This is an optimization exercise on Yosys and OpenROAD, whose aim is small area, not a production implementation.
At most, simulation tests tie the RTL to the original design; equivalence was not proved.
The RTL of run 3 was laid out without a check of its function.
No run shown here takes its clock network from TritonCTS; it comes from the design's own scripts or RTL.
The clock input has no modelled driver; a real chip could not lean on it and would need a root buffer or a full tree.
No activity file was given, so power comes from the tool's default toggle rates.

`design/flow/config.mk`:
```
export PLATFORM = sky130hd
export DESIGN_NAME = midside_axis_wrapper
export DESIGN_NICKNAME = midside_axis_wrapper
export VERILOG_FILES = /design/flow/design.v
export SDC_FILE = /design/flow/constraint.sdc
export NUM_CORES = 4
export LEC_CHECK = 0
export CAP_MARGIN = 20
export CORE_MARGIN = 2
export CORE_UTILIZATION = 60
export SLEW_MARGIN = 20
export SYNTH_HIERARCHICAL = 1
```
`design/flow/constraint.sdc`:
```
create_clock -name core_clock -period 5.0 [get_ports {aclk}]
set_input_delay 1.0000 -clock core_clock [delete_from_list [all_inputs] [get_ports {aclk}]]
set_output_delay 1.0000 -clock core_clock [all_outputs]
set_load 0.01 [all_outputs]
```
`design/flow/design.v`:
```
`timescale 1ns / 1ps
module ms_carry #(parameter integer K = 9) (
    input  wire [15:0] L,
    input  wire [15:0] R,
    output wire        c_sum,    
    output wire        c_dec,    
    output wire        c_diff    
);
    wire [K:0] cs, cd;
    assign cs[0] = 1'b0;
    assign cd[0] = 1'b1;
    genvar i;
    generate
        for (i = 0; i < K; i = i + 1) begin : g_c
            assign cs[i+1] = (L[i] & R[i])  | (cs[i] & (L[i] | R[i]));
            assign cd[i+1] = (L[i] & ~R[i]) | (cd[i] & (L[i] | ~R[i]));
        end
    endgenerate
    assign c_sum  = cs[K];
    assign c_dec  = (L[0] ^ R[0]) & (|L[K-1:0]);
    assign c_diff = cd[K];
endmodule
module mid_side_core #(parameter integer K = 9) (
    input  wire        clk,
    input  wire        ce,
    input  wire        enable,
    input  wire [15:0] L,
    input  wire [15:0] R,
    output reg  [15:0] L_q,
    output reg  [15:0] R_q,
    output reg         enc_q,
    output reg         cl0_q,    
    output reg         cl1_q,    
    output reg         cd_q
);
    wire c_sum, c_dec, c_diff;
    ms_carry #(.K(K)) u_carry (.L(L), .R(R), .c_sum(c_sum), .c_dec(c_dec), .c_diff(c_diff));
    always @(posedge clk) begin
        if (ce) begin
            L_q   <= L;
            R_q   <= R;
            enc_q <= enable;
            cl0_q <= enable & c_sum;
            cl1_q <= enable ? c_dec : c_sum;
            cd_q  <= c_diff;
        end
    end
endmodule
`timescale 1ns / 1ps
module ms_fa (
    input  wire a,
    input  wire b,
    input  wire ci,
    output wire s,
    output wire co
);
    assign s  = a ^ b ^ ci;
    assign co = (a & b) | (ci & (a ^ b));
endmodule
module ms_addend (
    input  wire use_r,
    input  wire r,
    input  wire ones,
    output wire a
);
    assign a = (use_r & r) | ones;
endmodule
module ms_lsel (
    input  wire hold, input wire q,
    input  wire shf,  input wire s_hi,
    input  wire sum,  input wire s_lo,
    input  wire satc,
    output wire d
);
    assign d = (hold & q) | (shf & s_hi) | (sum & s_lo) | satc;
endmodule
module ms_rsel (
    input  wire hold, input wire q,
    input  wire pas,  input wire r,
    input  wire shf,  input wire d_hi,
    input  wire dif,  input wire d_lo,
    input  wire satc,
    output wire d
);
    assign d = (hold & q) | (pas & r) | (shf & d_hi) | (dif & d_lo) | satc;
endmodule
module ms_mode (
    input  wire ce, input wire enc, input wire dec,
    input  wire L0, input wire R0,
    output wire hold, output wire use_r, output wire ones
);
    assign hold  = ~ce;
    assign use_r = enc ^ dec;
    assign ones  = enc & dec & (L0 ^ R0);
endmodule
module ms_outsel (
    input  wire ce, input wire enc, input wire dec,
    input  wire L15, input wire a15, input wire nr15,
    input  wire cs15, input wire cd15,
    output wire l_shf, output wire l_sum, output wire l_sat_lo, output wire l_sat_hi,
    output wire r_pas, output wire r_shf, output wire r_dif,
    output wire r_sat_lo, output wire r_sat_hi
);
    wire ovl = (L15 ~^ a15)  & (cs15 ^ L15);
    wire ovr = (L15 ~^ nr15) & (cd15 ^ L15);
    wire l_sat = ce & dec & ovl;
    wire r_sat = ce & dec & ~enc & ovr;
    assign l_shf    = ce & ~dec & enc;
    assign l_sum    = ce & ~(~dec & enc) & ~ovl;
    assign l_sat_lo = l_sat & ~L15;
    assign l_sat_hi = l_sat & L15;
    assign r_pas    = ce & (dec == enc);
    assign r_shf    = ce & ~dec & enc;
    assign r_dif    = ce & dec & ~enc & ~ovr;
    assign r_sat_lo = r_sat & ~L15;
    assign r_sat_hi = r_sat & L15;
endmodule
module mid_side_inverse #(parameter integer K = 9) (
    input  wire        clk,
    input  wire        ce,
    input  wire        enc,
    input  wire        dec,
    input  wire [15:0] L,
    input  wire [15:0] R,
    input  wire        cl0_k,
    input  wire        cl1_k,
    input  wire        cd_k,
    output reg  [15:0] L_out,
    output reg  [15:0] R_out
);
    wire        hold, use_r, pe;
    ms_mode u_mode (.ce(ce), .enc(enc), .dec(dec), .L0(L[0]), .R0(R[0]),
                    .hold(hold), .use_r(use_r), .ones(pe));
    wire [15:0] addend;
    wire [15:0] nR     = ~R;
    wire [15:0] cs, cd;
    wire [15:0] sum, diff;
    wire        cs16, cd16;
    assign sum[0]  = L[0] ^ addend[0];
    assign cs[1]   = L[0] & addend[0];
    assign diff[0] = L[0] ^ R[0];
    assign cd[1]   = L[0] | nR[0];
    assign cs[K]   = dec ? cl1_k : cl0_k;
    assign cd[K]   = cd_k;
    genvar i;
    generate
        for (i = 0; i < 16; i = i + 1) begin : g_opd
            ms_addend u_a (.use_r(use_r), .r(R[i]), .ones(pe), .a(addend[i]));
        end
        for (i = 1; i < 16; i = i + 1) begin : g_add
            wire cso, cdo;
            ms_fa u_fs (.a(L[i]), .b(addend[i]), .ci(cs[i]), .s(sum[i]),  .co(cso));
            ms_fa u_fd (.a(L[i]), .b(nR[i]),     .ci(cd[i]), .s(diff[i]), .co(cdo));
            if (i + 1 < 16 && i + 1 != K) begin : g_c
                assign cs[i+1] = cso;
                assign cd[i+1] = cdo;
            end
        end
    endgenerate
    wire sum16  = (L[15] & addend[15]) | ((L[15] | addend[15]) & sum[15]);
    wire diff16 = (L[15] & nR[15])     | ((L[15] | nR[15])     & diff[15]);
    wire l_shf, l_sum, l_sat_lo, l_sat_hi, r_pas, r_shf, r_dif, r_sat_lo, r_sat_hi;
    ms_outsel u_sel (.ce(ce), .enc(enc), .dec(dec), .L15(L[15]), .a15(addend[15]),
                     .nr15(nR[15]), .cs15(cs[15]), .cd15(cd[15]),
                     .l_shf(l_shf), .l_sum(l_sum), .l_sat_lo(l_sat_lo), .l_sat_hi(l_sat_hi),
                     .r_pas(r_pas), .r_shf(r_shf), .r_dif(r_dif),
                     .r_sat_lo(r_sat_lo), .r_sat_hi(r_sat_hi));
    wire [16:0] sum_x  = {sum16, sum};
    wire [16:0] diff_x = {diff16, diff};
    wire [15:0] l_d, r_d;
    generate
        for (i = 0; i < 16; i = i + 1) begin : g_out
            ms_lsel u_l (.hold(hold), .q(L_out[i]), .shf(l_shf), .s_hi(sum_x[i+1]),
                         .sum(l_sum), .s_lo(sum[i]),
                         .satc(i == 15 ? l_sat_hi : l_sat_lo), .d(l_d[i]));
            ms_rsel u_r (.hold(hold), .q(R_out[i]), .pas(r_pas), .r(R[i]),
                         .shf(r_shf), .d_hi(diff_x[i+1]), .dif(r_dif), .d_lo(diff[i]),
                         .satc(i == 15 ? r_sat_hi : r_sat_lo), .d(r_d[i]));
        end
    endgenerate
    always @(posedge clk) begin
        L_out <= l_d;
        R_out <= r_d;
    end
endmodule
`timescale 1ns / 1ps
module midside_axis_wrapper #
(
    parameter integer C_S_AXI_DATA_WIDTH = 32,
    parameter integer C_S_AXI_ADDR_WIDTH = 4,
    parameter integer C_AXIS_DATA_WIDTH  = 32
)
(
    input  wire aclk,
    input  wire aresetn,
    input  wire [C_S_AXI_ADDR_WIDTH-1:0]  s_axi_awaddr,
    input  wire [2:0]                     s_axi_awprot,
    input  wire                           s_axi_awvalid,
    output wire                           s_axi_awready,
    input  wire [C_S_AXI_DATA_WIDTH-1:0]  s_axi_wdata,
    input  wire [(C_S_AXI_DATA_WIDTH/8)-1:0] s_axi_wstrb,
    input  wire                           s_axi_wvalid,
    output wire                           s_axi_wready,
    output wire [1:0]                     s_axi_bresp,
    output wire                           s_axi_bvalid,
    input  wire                           s_axi_bready,
    input  wire [C_S_AXI_ADDR_WIDTH-1:0]  s_axi_araddr,
    input  wire [2:0]                     s_axi_arprot,
    input  wire                           s_axi_arvalid,
    output wire                           s_axi_arready,
    output wire [C_S_AXI_DATA_WIDTH-1:0]  s_axi_rdata,
    output wire [1:0]                     s_axi_rresp,
    output wire                           s_axi_rvalid,
    input  wire                           s_axi_rready,
    input  wire [C_AXIS_DATA_WIDTH-1:0] s_axis_tdata,
    input  wire                         s_axis_tvalid,
    output wire                         s_axis_tready,
    input  wire                         s_axis_tlast,
    output wire [C_AXIS_DATA_WIDTH-1:0] m_axis_tdata,
    output wire                         m_axis_tvalid,
    input  wire                         m_axis_tready,
    output wire                         m_axis_tlast
);
    reg [31:0] slv_reg0;      
    reg [31:0] slv_reg1;      
    reg        zero0, zero1;  
    reg        axi_awready;   
    reg        axi_bvalid;
    reg        axi_arready;
    reg        axi_rvalid;
    reg [31:0] axi_rdata;
    assign s_axi_awready = axi_awready;
    assign s_axi_wready  = axi_awready;
    assign s_axi_bresp   = 2'b00;
    assign s_axi_bvalid  = axi_bvalid;
    assign s_axi_arready = axi_arready;
    assign s_axi_rdata   = axi_rdata;
    assign s_axi_rresp   = 2'b00;
    assign s_axi_rvalid  = axi_rvalid;
    wire wren = axi_awready & s_axi_awvalid & s_axi_wvalid;
    wire we0  = wren & (s_axi_awaddr[3:2] == 2'd0);
    wire we1  = wren & (s_axi_awaddr[3:2] == 2'd1);
    wire rden = axi_arready & s_axi_arvalid;
    always @(posedge aclk) begin
        axi_awready <= aresetn & ~axi_awready & s_axi_awvalid & s_axi_wvalid;
        axi_bvalid  <= aresetn & (axi_bvalid ? ~s_axi_bready : wren);
        axi_arready <= aresetn & ~axi_arready & s_axi_arvalid;
        axi_rvalid  <= aresetn & (rden | (axi_rvalid & ~s_axi_rready));
        zero0       <= ~aresetn | (zero0 & ~we0);
        zero1       <= ~aresetn | (zero1 & ~we1);
    end
    always @(posedge aclk) begin
        if (we0) slv_reg0 <= s_axi_wdata;
        if (we1) slv_reg1 <= s_axi_wdata;
    end
    wire rsel0 = (s_axi_araddr[3:2] == 2'd0) & ~zero0;
    wire rsel1 = (s_axi_araddr[3:2] == 2'd1) & ~zero1;
    wire [31:0] rdata_d;
    genvar gi;
    generate
        for (gi = 0; gi < 32; gi = gi + 1) begin : g_rd
            ms_rdbit u_rd (.hold(~rden), .q(axi_rdata[gi]),
                           .s0(rden & rsel0), .r0(slv_reg0[gi]),
                           .s1(rden & rsel1), .r1(slv_reg1[gi]), .d(rdata_d[gi]));
        end
    endgenerate
    always @(posedge aclk)
        axi_rdata <= rdata_d;
    wire enc = slv_reg0[0] & ~zero0;
    wire dec = slv_reg0[1] & ~zero0;
    reg v1, v2, l1, l2;
    wire ce = m_axis_tready | ~v2;
    assign s_axis_tready = ce;
    always @(posedge aclk) begin
        v1 <= aresetn & (ce ? s_axis_tvalid : v1);
        v2 <= aresetn & (ce ? v1 : v2);
        if (ce) begin
            l1 <= s_axis_tlast;
            l2 <= l1;
        end
    end
    wire [15:0] st1_L, st1_R;
    wire        st1_enc, st1_cl0, st1_cl1, st1_cd;
    wire [15:0] out_L, out_R;
    mid_side_core u_stage1 (
        .clk    (aclk),
        .ce     (ce),
        .enable (enc),
        .L      (s_axis_tdata[31:16]),
        .R      (s_axis_tdata[15:0]),
        .L_q    (st1_L),
        .R_q    (st1_R),
        .enc_q  (st1_enc),
        .cl0_q  (st1_cl0),
        .cl1_q  (st1_cl1),
        .cd_q   (st1_cd)
    );
    mid_side_inverse u_stage2 (
        .clk    (aclk),
        .ce     (ce),
        .enc    (st1_enc),
        .dec    (dec),
        .L      (st1_L),
        .R      (st1_R),
        .cl0_k  (st1_cl0),
        .cl1_k  (st1_cl1),
        .cd_k   (st1_cd),
        .L_out  (out_L),
        .R_out  (out_R)
    );
    assign m_axis_tdata  = {out_L, out_R};
    assign m_axis_tvalid = v2;
    assign m_axis_tlast  = l2;
endmodule
module ms_rdbit (
    input  wire hold, input wire q,
    input  wire s0,   input wire r0,
    input  wire s1,   input wire r1,
    output wire d
);
    assign d = (hold & q) | (s0 & r0) | (s1 & r1);
endmodule
```
`design/flow/flow/run.sh`:
```
#!/bin/bash
set -euo pipefail
here=$(pwd)
bash standard.sh \
  "BUFFER_PORTS_ARGS=-buffer_cell sky130_fd_sc_hd__buf_1" \
  "PRE_CTS_TCL=$here/flow/pre_cts.tcl" \
  finish > flow_make.log 2>&1
```
`design/flow/flow/manual_cts.tcl`:
```
# Manual two-level clock tree, used in place of TritonCTS.
# The registers are split into NLEAF groups by position (k-means); each group
# gets one leaf clock buffer at its centre, and one root buffer at the centre
# of the leaves is the only cell the clock port drives.  Every register sees
# the same two buffers between it and the port.
proc mcts_build { nleaf leaf_cell root_cell } {
  set block [ord::get_db_block]
  set db [ord::get_db]
  set clk_net [$block findNet aclk]
  set sinks {}
  foreach it [$clk_net getITerms] {
    lappend sinks $it
  }
  set pts {}
  foreach it $sinks {
    set b [[$it getInst] getBBox]
    lappend pts [list [expr {([$b xMin] + [$b xMax]) / 2.0}] [expr {([$b yMin] + [$b yMax]) / 2.0}]]
  }
  set n [llength $pts]
  # k-means, seeded with points spread along the sorted order
  set order [lsort -real -index 0 $pts]
  set cent {}
  for {set k 0} {$k < $nleaf} {incr k} {
    lappend cent [lindex $order [expr {int(($k + 0.5) * $n / $nleaf)}]]
  }
  for {set iter 0} {$iter < 50} {incr iter} {
    set asg {}
    foreach p $pts {
      set best 0; set bd 1e30
      for {set k 0} {$k < $nleaf} {incr k} {
        set c [lindex $cent $k]
        set d [expr {abs([lindex $p 0] - [lindex $c 0]) + abs([lindex $p 1] - [lindex $c 1])}]
        if {$d < $bd} { set bd $d; set best $k }
      }
      lappend asg $best
    }
    set newc {}
    for {set k 0} {$k < $nleaf} {incr k} {
      set sx 0; set sy 0; set cnt 0
      foreach p $pts a $asg {
        if {$a == $k} { set sx [expr {$sx + [lindex $p 0]}]; set sy [expr {$sy + [lindex $p 1]}]; incr cnt }
      }
      if {$cnt > 0} { lappend newc [list [expr {$sx / $cnt}] [expr {$sy / $cnt}]] } else { lappend newc [lindex $cent $k] }
    }
    set cent $newc
  }
  set lm [$db findMaster $leaf_cell]
  set rm [$db findMaster $root_cell]
  # root
  set root [odb::dbInst_create $block $rm "mcts_root"]
  set rootnet [odb::dbNet_create $block "mcts_root_net"]
  $rootnet setSigType CLOCK
  set sx 0; set sy 0
  foreach c $cent { set sx [expr {$sx + [lindex $c 0]}]; set sy [expr {$sy + [lindex $c 1]}] }
  $root setLocation [expr {int($sx / $nleaf)}] [expr {int($sy / $nleaf)}]
  $root setPlacementStatus PLACED
  # leaves
  set leafnets {}
  for {set k 0} {$k < $nleaf} {incr k} {
    set c [lindex $cent $k]
    if {[lsearch -exact $asg $k] < 0} { lappend leafnets {}; continue }
    set li [odb::dbInst_create $block $lm "mcts_leaf_$k"]
    $li setLocation [expr {int([lindex $c 0])}] [expr {int([lindex $c 1])}]
    $li setPlacementStatus PLACED
    set ln [odb::dbNet_create $block "mcts_leaf_net_$k"]
    $ln setSigType CLOCK
    [$li findITerm A] connect $rootnet
    [$li findITerm X] connect $ln
    lappend leafnets $ln
  }
  foreach it $sinks a $asg {
    $it disconnect
    $it connect [lindex $leafnets $a]
  }
  [$root findITerm A] connect $clk_net
  [$root findITerm X] connect $rootnet
  set cnts {}
  foreach ln $leafnets { if {$ln ne {}} { lappend cnts [expr {[llength [$ln getITerms]] - 1}] } }
  puts "mcts: $n sinks, $nleaf leaves of $leaf_cell, root $root_cell, leaf loads: $cnts"
}
```
`design/flow/flow/pre_cts.tcl`:
```
# Replaces TritonCTS with a two-level tree (manual_cts.tcl): 13 leaf
# clkbuf_8, each at the centre of a group of registers, all driven by one
# root clkbuf_8 on the clock port.  cts.tcl's own legalisation and timing
# repair then run as usual.
source [file join [file dirname [info script]] manual_cts.tcl]
mcts_build 13 sky130_fd_sc_hd__clkbuf_8 sky130_fd_sc_hd__clkbuf_8
set_propagated_clock [all_clocks]
proc clock_tree_synthesis { args } {
  puts "clock_tree_synthesis skipped: the clock tree was built by pre_cts.tcl"
}
```
`design/flow/standard.sh`:
```
#!/bin/bash
# synth_recipe.tcl (not shown) runs the flow's synth.tcl, then flattens the netlist and writes it again
# the make line also repeats each setting of config.mk as NAME=value (left out here)
make -C /OpenROAD-flow-scripts/flow DESIGN_CONFIG=/design/flow/config.mk WORK_HOME=/design/flow/orfs CLKGATE_MAP_FILE= SYNTH_SCRIPT=/design/flow/synth_recipe.tcl "${@:-finish}"
```
==> summary.txt, run 1 <==
Status
  – Outcome: timing/DRC/antenna clean

Power and ir drop
  – Sequential power share: between 60% and 70%
  – Psw: ~0.60 mW
  – VDD IR max: approximately 0.00030 V
  – Switch share: 23.47%
  – P_int: ~2 mW
  – LEAKAGE: 3.380 nW
  – Total power: 2.549 mW
  – Comb pwr share: between 10% and 20%
  – Clock Power Share: between 20% and 30%
  – Pwr/cell area: about 320 nW/um2

Finish
  – # fillers: 830
  – Area of the multi-input gates: roughly 2300 um2
  – Final core utilization: a little over two thirds
  – Register area: 4504 um2
  – # diodes: 0
  – Share of cells above drive strength 1: approximately 7.6%
  – Area Overhead vs Synth: 14.78%
  – Finished Layout Cells: between 800 and 900
  – NumNets Final: ~800

Detailed routing
  – Routed wire length: about 14,000 um
  – Vias: approximately 4,600
  – DRC viols: 0
  – First-pass DRT Iterations: 6
  – DR vias/cell: 5.697
  – Starting DRT DRC Count: between 300 and 400
  – WL/cell: about 17 um
  – Number of routed nets with antenna violations: 0

STA
  – Final Hold Vio Count: 0
  – Setup Viol. Count Final: 0
  – Setup Total Neg Slack: 0 ns
  – RSZ-0062 raised after global routing: no
  – Minimum clock period: around 4.8 ns
  – Final Cycle Share: 96.20%
  – Slew @ Worst Pin: about 1.0 ns
  – Clock skew: ~0.023 ns
  – Headroom to the max-slew limit: a little under a third
  – Fmax: ~210 MHz
  – Slew Viols, Final: 0

Setup path
  – R2r setup slk: ~0.19 ns
  – Max Fanout on Critical Path: 8
  – CP Launch Type: flop
  – Required @ worst endpoint: ~5.3 ns
  – Worst R2R Path Depth: 14
  – Setup crit end: u_stage2.L_out[15]$_DFF_P_
  – Crit. End Element: flop
  – Reg2Reg Launch Point: slv_reg0[1]$_DFFE_PP_
  – Crit Path Class: flop to flop
  – Worst Setup SP: slv_reg0[1]$_DFFE_PP_
  – Critical path arrival: around 5.1 ns
  – FF-to-FF End: u_stage2.L_out[15]$_DFF_P_

Place
  – Detailed Place HPWL: between 9000 and 10,000 um
  – GPL Wtd Cong: between 0.9 and 1
  – Placed cells: 797
  – Port bufs: roughly 150

Global routing
  – Vias in the first global route: about 4,700
  – Initial antenna violation count: 0
  – Largest net degree at the start of global routing: 47
  – GRT Total Usage: about a fifth
  – Global route overflow: 0
  – First-pass GRT wire length: about 22,000 um

Synthesis
  – XOR/XNOR share of the synthesized area: less than 1%
  – Synthesis-stage register bit count: approximately 170
  – Synth Area in Compound Gates: ~15%
  – Area leader, netlist: edfxtp_1
  – Post-Synth Adder-Cell Area: between 10% and 20%
  – Yosys top cell area share: between 40 and 50%
  – Combinational family with the most area after synthesis: compound AO/OA/AOI/OAI gates
  – Register area share after synthesis: 64.19%
  – Synth area leaders: edfxtp_1 44%, dfxtp_1 21%, fa_1 8.6%
  – Post-Syn Area per Cell: 14.15 um2
  – Simple logic cell fraction of the synthesized area: a little under 6%
  – Post-synthesis mux area share: less than 1%
  – Synth warn: 9
  – Post-synthesis instance total: about 500
  – Cell Area, Synth: 7017 um2
  – Yosys cell types: 47

Die
  – I/O pins: between 150 and 200
  – Die height: approximately 110 um
  – Rows: 39
  – Core Area: roughly 11,000 um2
  – Initial Utilization: 61.45%
  – Die area: 12,580 um2
  – Die width: approximately 110 um

Flow run
  – Max cap viols: 0

Min path
  – Hold_sp: l1$_DFFE_PN_
  – HP Class: flop to flop

Clock network
  – Worst skew pair latency: roughly 0.45 ns
  – Clock transition at path regs: about 0.08 ns
-- modules after synthesis, one instance, submodules excluded, excerpt --
| module | copies in the design | flops+latches | area, um2 |
|---|---|---|---|
| ms_addend | 16 | 0 | 7.507 |
| ms_rsel | 16 | 0 | 18.77 |
| mid_side_core | 1 | 36 | 1104 |
| ms_lsel | 16 | 0 | 16.27 |
| mid_side_inverse | 1 | 32 | 765.7 |
| midside_axis_wrapper | 1 | 106 | 3000 |
| ms_rdbit | 32 | 0 | 13.76 |
| ms_mode | 1 | 0 | 31.28 |
| ms_outsel | 1 | 0 | 136.4 |
| ms_fa | 30 | 0 | 20.02 |
-- timing repair --
item,CTS,global route
hold buffers,0,0
gates resized for setup,0,8
setup buffers,0,0
setup endpoints to repair,0,3
-- Yosys cell counts (all sizes together) --
master    n
edfxtp  102
dfxtp    72
inv      62
a222oi   48
nand2    38
a21oi    33
fa       30
a22oi    20
a21o     16
buf       6
ha        6
nor2b     6
nor2      5
o21ai     5
and2      4
maj3      4
o22ai     4
a211oi    3
and3      3
and3b     3
nor4b     3
mux2      2
mux2i     2
nand2b    2
nor4      2
o221ai    2
a21boi    1
a31oi     1
and4b     1
conb      1
nand3     1
nand3b    1
nand4b    1
nor3      1
nor3b     1
o21a      1
o22a      1
o311ai    1
xor2      1
-- cells in the final DEF, fill, tap and decap left out, types with 4 or more instances in the layout --
master,count
inv_1,62
a21o_1,16
fa_1,26
fa_2,4
a21oi_1,33
buf_4,12
ha_1,6
edfxtp_1,102
a222oi_1,48
conb_1,4
nand2_1,38
buf_1,149
dfxtp_1,72
a22oi_1,19
clkbuf_8,14
nor2b_1,4
-- logic make-up after synthesis --
family / after synthesis
compound gates: 136
xor+xnor: 1
fa+ha+maj: 40
buf+inv: 68
flops: 174
mux: 4
other cells: 1
simple gates: 72
-- how the worst min path moves through the flow --
stage	end	slack, ns	depth (start not counted)
after floorplan	l2$_DFFE_PN_	0.40	0
after global placement	l2$_DFFE_PN_	0.40	0
after detailed placement	l2$_DFFE_PN_	0.42	0
after CTS	l2$_DFFE_PN_	0.44	0
after global routing	l2$_DFFE_PN_	0.45	0
final	l2$_DFFE_PN_	0.44	0
-- cell type report --
class,count,area share [%]
Multi-Input combinational cell,257,28.51
Sequential cell,174,55.93
Buffer,14,2.392
Tap cell,143,2.222
Timing Repair Buffer,161,8.063
Inverter,62,2.890
-- power by group through the flow --
| stage | clock network (mW) | registers (mW) | logic (mW) |
|---|---|---|---|
| floorplan | 0 | 1.67 | 0.149 |
| global placement | 0 | 1.65 | 0.267 |
| finish | 0.644 | 1.62 | 0.281 |
| CTS | 0.668 | 1.62 | 0.279 |
| detailed placement | 0 | 1.66 | 0.278 |
| global route | 0.711 | 1.63 | 0.315 |
-- routing by layer --
layer  vias up  routed length, um  track usage (%)
met5         -                  0                0
met4         0                270            3.984
met3        22                997            4.212
met2       171               6928            38.84
met1      2207               5312            25.81
li1       2220                  -                -
-- state kept, by name, summed over array words and instances (netlist names), 16 cells and up --
register	cells
axi_rdata	32
slv_reg0	32
slv_reg1	32
u_stage1.L_q	16
u_stage1.R_q	16
u_stage2.L_out	16
u_stage2.R_out	16
-- critical path, stage by stage, from the launching register on --
cell	delay, ns
edfxtp_1	0.38
nor2b_2	0.18
ha_1	0.32
buf_4	0.18
a21o_1	0.20
fa_1	0.41
fa_1	0.41
fa_1	0.40
fa_1	0.40
fa_1	0.40
fa_2	0.37
fa_1	0.49
maj3_1	0.36
a22oi_1	0.14
nand2_1	0.07
-- through the flow --
stage / hold slack (ns) / cell area, um2 / worst slack, ns
after floorplan: 0.4003 / 7028 / 0.1503
after global placement: 0.4013 / 7841 / 0.1569
after detailed placement: 0.4173 / 7841 / 0.01394
after CTS: 0.4373 / 8034 / 0.03636
after global routing: 0.4464 / 8054 / 0.02619
final: 0.4403 / 8054 / 0.1900
==> run 2: changes to the inputs <==
==> design/flow/flow/pre_cts.tcl (replaced) <==
# Replaces TritonCTS with a two-level tree (manual_cts.tcl): 12 leaf
# clkbuf_8, each at the centre of a group of registers, all driven by one
# root clkbuf_8 on the clock port.  cts.tcl's own legalisation and timing
# repair then run as usual.
source [file join [file dirname [info script]] manual_cts.tcl]
mcts_build 12 sky130_fd_sc_hd__clkbuf_8 sky130_fd_sc_hd__clkbuf_8
set_propagated_clock [all_clocks]
proc clock_tree_synthesis { args } {
  puts "clock_tree_synthesis skipped: the clock tree was built by pre_cts.tcl"
}
==> run 2 against run 1 <==
Net effect: utilization shrank 0.12 points; design area shrank 0.17%; flip-flop and latch count is the same; synthesized cell count is the same; power shrank 0.98%; combinational power is essentially flat; highest routed layer unchanged; final cell count shrank 0.12%; clock skew grew 0.0029 ns; still clean on timing, DRC and antenna; die area is the same.
==> summary.txt, run 2 <==
Finish
  – Regs by FF count: axi_rdata (32), slv_reg0 (32), slv_reg1 (32)
  – NumNets Final: 797 (-0.13%)
  – Share of cells above drive strength 1: 7.496% (-0.14 points)
  – Area Overhead vs Synth: 14.59%
  – Commonest non-fill, non-tap cells in the layout: 149 x buf_1, 102 x edfxtp_1, 72 x dfxtp_1
  – # diodes: 0 (unchanged)
  – Most common cell after layout, fill and taps aside: buf_1
  – Design area: 8040 um2 (-0.17%)
  – Finished Layout Cells: 810 (-0.12%)

Synthesis
  – Top FF cell, synth: edfxtp_1
  – Most frequent cell after synthesis: edfxtp_1
  – Synth warn: 9 (unchanged)
  – Register area share after synthesis: 64.19% (unchanged)
  – Synthesis-stage register bit count: 174 (unchanged)
  – Post-synthesis instance total: 496 (unchanged)
  – Cell Area, Synth: 7017 um2 (unchanged)
  – Post-Syn Area per Cell: 14.15 um2 (unchanged)
  – Yosys top cell area share: 43.65% (unchanged)
  – Yosys cell types: 47 (unchanged)
  – Post-synth ARST share: 0% (unchanged)
  – Synth area leaders: edfxtp_1 44%, dfxtp_1 21%, fa_1 8.6%
  – Top post-synthesis cells by count: 102 x edfxtp_1, 72 x dfxtp_1, 62 x inv_1
  – Area leader, netlist: edfxtp_1
  – Post-synth EDFFs: 102 (unchanged)

Detailed routing
  – DR vias/cell: 5.636 (-1.1%)
  – Starting DRT DRC Count: 392 (+5.9%)
  – Vias: 4,565 (-1.2%)
  – DRC viols: 0 (unchanged)
  – First-pass DRT Iterations: 5 (-1)
  – Routed wire length: 13,430 um (-0.59%)
  – WL/cell: 16.58 um (-0.47%)
  – Number of routed nets with antenna violations: 0 (unchanged)

STA
  – Setup Viol. Count Final: 0 (unchanged)
  – Clock skew: 0.02622 ns (+0.002921 ns)
  – Final Hold Vio Count: 0 (unchanged)
  – Setup Total Neg Slack: 0 ns (unchanged)
  – RSZ-0062 raised after global routing: no
  – Final Cycle Share: 96.36% (+0.16 points)
  – Headroom to the max-slew limit: 31.41% (+0.66 points)
  – Setup slack after layout: 0.1819 ns (-0.008085 ns)
  – Slew @ Worst Pin: 1.029 ns (-0.009890 ns)
  – Fmax: 207.6 MHz (-0.17%)
  – Minimum clock period: 4.818 ns (+0.008085 ns)
  – Slew Viols, Final: 0 (unchanged)

Global routing
  – Largest net degree at the start of global routing: 47 (unchanged)
  – Vias in the first global route: 4,623 (-0.77%)
  – GRT Total Usage: 20.71% (-0.28 points)
  – Global route overflow: 0 (unchanged)
  – First-pass GRT wire length: 21,700 um (-1.3%)
  – Initial antenna violation count: 0 (unchanged)

Clock network
  – Worst skew pair latency: 0.43 ns (-0.02 ns)
  – Setup bufs post-CTS: 0 (unchanged)
  – Clock transition at path regs: 0.10 ns (+0.02 ns)
  – Hold_buf cts: 0 (unchanged)
  – Post-CTS sizing: 0 (unchanged)

Place
  – Placed cell area: 7841 um2 (unchanged)
  – GPL Wtd Cong: 0.9248 (unchanged)
  – Dpl ws: 0.01394 ns (unchanged)
  – Port bufs: 149 (unchanged)
  – Detailed Place HPWL: 9636 um (unchanged)
  – Placed cells: 797 (unchanged)

Power and ir drop
  – Total power: 2.524 mW (-0.98%)
  – Pwr/cell area: 314.0 nW/um2 (-0.81%)
  – LEAKAGE: 3.373 nW (-0.21%)
  – VDD IR max: 0.0002752 V (-9.7%)

Min path
  – Hold_sp: slv_reg0[10]$_DFFE_PP_
  – Hold Path Sink: axi_rdata[10]$_DFF_P_
  – HP Class: flop to flop
  – WHS Path Cells: 2 (+2)

Die
  – Core Area: 11,420 um2 (unchanged)
  – Rows: 39 (unchanged)
  – Die width: 112.1 um (unchanged)
  – Die area: 12,580 um2 (unchanged)
  – Die height: 112.1 um (unchanged)
  – I/O pins: 168 (unchanged)
  – Initial Utilization: 61.45% (unchanged)

Status
  – Outcome: timing/DRC/antenna clean

Setup path
  – CP top delay family: adder cells
  – Required @ worst endpoint: 5.32 ns (about the same)
  – Critical-path top delay cell: fa_1
  – Critical path arrival: 5.14 ns (about the same)
  – Crit. End Element: flop
  – Slowest stage delay, CP: 0.49 ns (about the same)
  – CP cell instances: nor2b_2 -> ha_1 -> buf_4 -> a21o_1 -> fa_1 -> fa_1 -> fa_1 -> fa_1 -> fa_1 -> fa_2 -> fa_1 -> maj3_1 -> a22oi_1 -> nand2_1
  – Buffer and inverter count on the worst path: 1 (unchanged)
  – Reg2Reg Launch Point: slv_reg0[1]$_DFFE_PP_
  – Crit Path Class: flop to flop
  – FF-to-FF End: u_stage2.L_out[15]$_DFF_P_
  – Most Frequent Cell on Critical Path: fa_1
  – R2r setup slk: 0.18 ns (about the same)
  – CP Launch Type: flop
  – Max Fanout on Critical Path: 8 (unchanged)
  – Worst R2R Path Depth: 14 (unchanged)

Flow run
  – Max cap viols: 0 (unchanged)
## run 2: tightest hold or removal path: stages, from the launching register on
cell      delay (ns)
edfxtp_1        0.32
a222oi_1        0.06
inv_1           0.06
## run 2: metal layers
| layer | routed length [um] | part of all wire [%] | global-route usage, % |
|---|---|---|---|
| met5 | 0 | 0 | 0 |
| met4 | 218 | 1.6 | 4.146 |
| met3 | 907 | 6.8 | 4.104 |
| met2 | 6900 | 51 | 37.71 |
| met1 | 5403 | 40 | 25.97 |
## run 2: logic make-up (layout without fill, tap and decap cells)
family	after synthesis	in the layout	share of synthesized area (%)
AND/OR/NAND/NOR	72	72	5.777
XOR/XNOR	1	1	0.1248
multiplexers	4	4	0.6597
other	1	4	0.05344
flip-flops	174	174	64.19
AO/OA/AOI/OAI	136	136	14.98
adder cells (fa/ha/maj)	40	40	10.25
buffers and inverters	68	236	3.959
## run 2: area by class of cell
| cell class | count | area (um2) |
|---|---|---|
| Inverter | 62 | 232.7 |
| Fill cell | 827 | 3378 |
| Timing Repair Buffer | 161 | 649.4 |
| Tap cell | 143 | 178.9 |
| Buffer | 13 | 178.9 |
| Multi-Input combinational cell | 257 | 2296 |
| Sequential cell | 174 | 4504 |
## run 2: worst max-delay path by stage
stage	from	to	slack, ns	cells past startpoint
final	slv_reg0[1]$_DFFE_PP_	u_stage2.L_out[15]$_DFF_P_	0.18	14
after global routing	slv_reg0[1]$_DFFE_PP_	u_stage2.L_out[8]$_DFF_P_	0.001	14
after CTS	slv_reg0[1]$_DFFE_PP_	u_stage2.L_out[8]$_DFF_P_	0.01	15
after detailed placement	slv_reg0[1]$_DFFE_PP_	u_stage2.L_out[8]$_DFF_P_	0.01	15
after global placement	slv_reg0[1]$_DFFE_PP_	u_stage2.L_out[8]$_DFF_P_	0.16	15
after floorplan	slv_reg0[1]$_DFFE_PP_	u_stage2.L_out[0]$_DFF_P_	0.15	13
## run 2: power breakdown
part           leakage [nW]  internal (mW)  switching [mW]  total, mW
registers              1.57           1.58          0.0416       1.62
logic                  1.71          0.120           0.161      0.281
clock network        0.0935          0.232           0.387      0.619
## run 2: Yosys stat by module (local to each module, per instance), a selection
module                flip-flops and latches  cells
mid_side_core                             36     38
ms_fa                                      0      1
midside_axis_wrapper                     106    137
ms_addend                                  0      1
ms_mode                                    0      4
ms_outsel                                  0     16
ms_lsel                                    0      3
ms_rsel                                    0      3
ms_rdbit                                   0      2
mid_side_inverse                          32     55
## run 2: stage by stage
| stage | hold slack, ns | utilization (%) |
|---|---|---|
| floorplan | 0.4003 | - |
| global placement | 0.4013 | 68.67 |
| detailed placement | 0.4173 | 68.67 |
| CTS | 0.4493 | 70.24 |
| global route | 0.4569 | 70.41 |
| finish | 0.4415 | 70.41 |
==> run 3: changes to the inputs <==
--- a/design/flow/design.v
+++ b/design/flow/design.v
@@ -2,8 +2,9 @@
 module ms_carry #(parameter integer K = 9) (
     input  wire [15:0] L,
     input  wire [15:0] R,
-    output wire        c_sum,    
-    output wire        c_dec,    
+    input  wire        enc,      
+    output wire        cl0,      
+    output wire        cl1,      
     output wire        c_diff    
 );
     wire [K:0] cs, cd;
@@ -16,8 +17,10 @@
             assign cd[i+1] = (L[i] & ~R[i]) | (cd[i] & (L[i] | ~R[i]));
         end
     endgenerate
-    assign c_sum  = cs[K];
-    assign c_dec  = (L[0] ^ R[0]) & (|L[K-1:0]);
+    wire   c_sum  = cs[K];
+    wire   c_dec  = (L[0] ^ R[0]) & (|L[K-1:0]);
+    assign cl0    = enc & c_sum;
+    assign cl1    = enc ? c_dec : c_sum;
     assign c_diff = cd[K];
 endmodule
 module mid_side_core #(parameter integer K = 9) (
@@ -33,15 +36,15 @@
     output reg         cl1_q,    
     output reg         cd_q
 );
-    wire c_sum, c_dec, c_diff;
-    ms_carry #(.K(K)) u_carry (.L(L), .R(R), .c_sum(c_sum), .c_dec(c_dec), .c_diff(c_diff));
+    wire cl0, cl1, c_diff;
+    ms_carry #(.K(K)) u_carry (.L(L), .R(R), .enc(enable), .cl0(cl0), .cl1(cl1), .c_diff(c_diff));
     always @(posedge clk) begin
         if (ce) begin
             L_q   <= L;
             R_q   <= R;
             enc_q <= enable;
-            cl0_q <= enable & c_sum;
-            cl1_q <= enable ? c_dec : c_sum;
+            cl0_q <= cl0;
+            cl1_q <= cl1;
             cd_q  <= c_diff;
         end
     end
==> run 3 against run 2 <==
Net effect: sequential share of layout area fell by 0.061 points; largest power group unchanged; first-iteration DRC count fell by 0.26%; combinational power up 1%; still clean.
==> summary.txt, run 3 <==
Synthesis
  – Cell Area, Synth: 7008 um2 (-0.12%)
  – Most frequent cell after synthesis: edfxtp_1
  – Top FF cell, synth: edfxtp_1
  – Synth area leaders: edfxtp_1 44%, dfxtp_1 21%, fa_1 8.6%
  – Register area share after synthesis: 64.27% (+0.080 points)
  – Yosys cell types: 46 (-2.1%)
  – Top post-synthesis cells by count: 102 x edfxtp_1, 72 x dfxtp_1, 62 x inv_1
  – Synth warn: 9 (unchanged)
  – Post-synth ARST share: 0% (unchanged)
  – Post-synth EDFFs: 102 (unchanged)
  – Area leader, netlist: edfxtp_1
  – Yosys top cell area share: 43.71% (+0.055 points)
  – Synthesis-stage register bit count: 174 (unchanged)
  – Post-synthesis instance total: 499 (+0.60%)
  – Post-Syn Area per Cell: 14.04 um2 (-0.73%)

Finish
  – Design area: 8049 um2 (+0.11%)
  – NumNets Final: 800 (+0.38%)
  – Final core utilization: 70.49% (+0.077 points)
  – Commonest non-fill, non-tap cells in the layout: 149 x buf_1, 102 x edfxtp_1, 72 x dfxtp_1
  – Share of cells above drive strength 1: 7.463% (-0.034 points)
  – Regs by FF count: axi_rdata (32), slv_reg0 (32), slv_reg1 (32)
  – # fillers: 862 (+4.2%)
  – Area Overhead vs Synth: 14.85%
  – Most common cell after layout, fill and taps aside: buf_1
  – # diodes: 0 (unchanged)

STA
  – Final Hold Vio Count: 0 (unchanged)
  – Setup Total Neg Slack: 0 ns (unchanged)
  – Slew @ Worst Pin: 1.078 ns (+0.04905 ns)
  – Hold_ws: 0.4388 ns (-0.002782 ns)
  – Headroom to the max-slew limit: 28.14% (-3.3 points)
  – Minimum clock period: 4.814 ns (-0.004362 ns)
  – Final Cycle Share: 96.27% (about the same)
  – Setup Viol. Count Final: 0 (unchanged)
  – Clock skew: 0.02920 ns (+0.002978 ns)
  – Fmax: 207.7 MHz (about the same)
  – RSZ-0062 raised after global routing: no
  – Slew Viols, Final: 0 (unchanged)

Setup path
  – Crit. End Element: flop
  – Required @ worst endpoint: 5.30 ns (-0.02 ns)
  – Crit Path Class: flop to flop
  – Buffer and inverter count on the worst path: 0 (-1)
  – CP top delay family: adder cells
  – Critical path arrival: 5.11 ns (-0.03 ns)
  – Slowest stage delay, CP: 0.52 ns (+0.03 ns)
  – CP Launch Type: flop
  – CP cell instances: nor2b_2 -> ha_1 -> and2_1 -> a21o_1 -> ha_1 -> fa_1 -> fa_1 -> fa_1 -> fa_2 -> fa_2 -> fa_2 -> fa_2 -> fa_1 -> a22oi_1 -> nand2_1
  – Critical-path top delay cell: fa_1
  – Max Fanout on Critical Path: 4 (-4)

Die
  – I/O pins: 168 (unchanged)
  – Die height: 112.1 um (about the same)
  – Core Area: 11,420 um2 (unchanged)
  – Initial Utilization: 61.37% (-0.077 points)
  – Rows: 39 (unchanged)
  – Die width: 112.1 um (about the same)
  – Die area: 12,560 um2 (-0.12%)

Global routing
  – GRT Total Usage: 21.89% (+1.2 points)
  – Global route overflow: 0 (unchanged)
  – First-pass GRT wire length: 22,800 um (+5.1%)
  – Initial antenna violation count: 0 (unchanged)
  – Largest net degree at the start of global routing: 47 (unchanged)
  – Vias in the first global route: 4,852 (+5.0%)

Power and ir drop
  – VDD IR max: 0.0002940 V (+6.8%)
  – LEAKAGE: 3.364 nW (-0.28%)
  – Pwr/cell area: 313.7 nW/um2 (about the same)

Place
  – Detailed Place HPWL: 9918 um (+2.9%)
  – GPL Wtd Cong: 0.9133 (-1.2%)
  – Port bufs: 149 (unchanged)
  – Placed cell area: 7838 um2 (about the same)

Detailed routing
  – Routed wire length: 13,850 um (+3.2%)
  – WL/cell: 17.04 um (+2.8%)
  – DRC viols: 0 (unchanged)
  – Vias: 4,681 (+2.5%)
  – Number of routed nets with antenna violations: 0 (unchanged)
  – First-pass DRT Iterations: 6 (+1)
  – Starting DRT DRC Count: 391 (-0.26%)
  – DR vias/cell: 5.758 (+2.2%)

Flow run
  – Max cap viols: 0 (unchanged)

Clock network
  – Worst skew pair latency: 0.44 ns (about the same)
  – Clock transition at path regs: 0.09 ns (about the same)
  – Hold_buf cts: 0 (unchanged)

Status
  – Outcome: timing/DRC/antenna clean

Min path
  – HP Class: flop to flop
==> run 3: changes by cell type after synthesis, moves of 2 or more <==
cell,before,now
a21oi_1,33,36
maj3_2,3,1
o22ai_1,3,6
nand2_1,38,40
a22oi_1,20,18
==> run 3: cells by family (layout without fill, tap and decap cells) <==
family                     Yosys count  count (layout)  synth area share (%)
AOI/OAI and AO/OA                  139             139                 15.14
muxes                                4               4                0.6070
other                                1               4               0.05351
xor gates and xnor gates             1               1                0.1250
adders and majority gates           38              38                 9.945
buffers and inverters               68             236                 3.963
and+or+nand+nor                     74              74                 5.892
DFF                                174             174                 64.27
==> run 3: per-stage QoR <==
stage	std cells	worst slack [ns]	total power, mW
global route	813	0.009858	2.643
CTS	812	0.06318	2.543
detailed placement	799	0.08993	1.937
floorplan	502	0.1503	1.820
global placement	799	0.1470	1.921
finish	813	0.1863	2.525
==> run 3: layout make-up <==
class                   instances  area, um2  share of cell area (%)
repair buffers                161      661.9                   8.223
well taps                     143      178.9                   2.223
plain buffers                  13      178.9                   2.223
inverters                      62      232.7                   2.891
flip-flops and latches        174       4504                   55.96
multi-input cells             260       2292                   28.48
==> run 3: worst paths after layout <==
kind	from	endpoint	slack, ns	depth (start not counted)
worst max-delay path	slv_reg0[1]$_DFFE_PP_	u_stage2.L_out[7]$_DFF_P_	0.19	15
worst min-delay path	l1$_DFFE_PN_	l2$_DFFE_PN_	0.44	0
worst max register to register	slv_reg0[1]$_DFFE_PP_	u_stage2.L_out[7]$_DFF_P_	0.19	15
worst min register to register	l1$_DFFE_PN_	l2$_DFFE_PN_	0.44	0
==> run 3: repair_timing <==
action,CTS,global route
setup endpoints to repair,0,5
setup buffers,0,1
resized for setup,0,9
==> run 3: metal layers <==
metal	global-route usage (%)	vias to the layer above	routed length (um)
met4	5.772	0	322
met1	26.28	2279	5120
li1	-	2228	-
met2	40.36	151	7401
met5	0	-	0
met3	4.644	23	1008
==> run 3: worst reg2reg max path, stage by stage (launching register included) <==
cell and delay [ns]:
edfxtp_1 0.39, nor2b_2 0.19, ha_1 0.22, and2_1 0.19, a21o_1 0.17, ha_1 0.18
fa_1 0.38, fa_1 0.39, fa_1 0.41, fa_2 0.36, fa_2 0.35, fa_2 0.35
fa_2 0.35, fa_1 0.52, a22oi_1 0.16, nand2_1 0.08
==> run 3: per-module statistics from Yosys (local to each module, per instance), excerpt <==
module / cell area (um2) / flops+latches
mid_side_inverse: 765.7 / 32
ms_mode: 31.28 / 0
ms_lsel: 16.27 / 0
ms_rdbit: 13.76 / 0
ms_addend: 7.507 / 0
ms_rsel: 18.77 / 0
mid_side_core: 1081 / 36
==> run 3: where the power goes <==
part	switching (mW)	internal, mW
clock	0.383	0.232
combinational	0.164	0.121
sequential	0.0420	1.58

==> re-timing with driven ports <==
The results above use ideal ports. As a check the final layouts listed here were re-extracted and re-timed, cells and wires unchanged.
Step 1 sets driving cells, clkbuf_16 on the clock port and buf_2 on the other inputs (assumed; they add their load-dependent delay and slew).
Step 2 times the ports against the registers' clock, not the clock port: input delays grow and output delays shrink by t, the midpoint of the rising clock arrivals with the driver on.
Three values: ideal, step 1, step 2; two values: the first two.
run | t, ns | setup slack, ns | hold WS [ns] | latest minus earliest clock arrival (ns)
run 1 | 0.473 | 0.190 / 0.190 / 0.190 | 0.440 / 0.440 / 0.440 | 0.024 / 0.024
run 2 | 0.454 | 0.182 / 0.182 / 0.182 | 0.442 / 0.442 / 0.442 | 0.029 / 0.029
run 3 | 0.457 | 0.186 / 0.186 / 0.186 | 0.439 / 0.439 / 0.439 | 0.034 / 0.034
After both steps setup and hold are still met in every run listed.
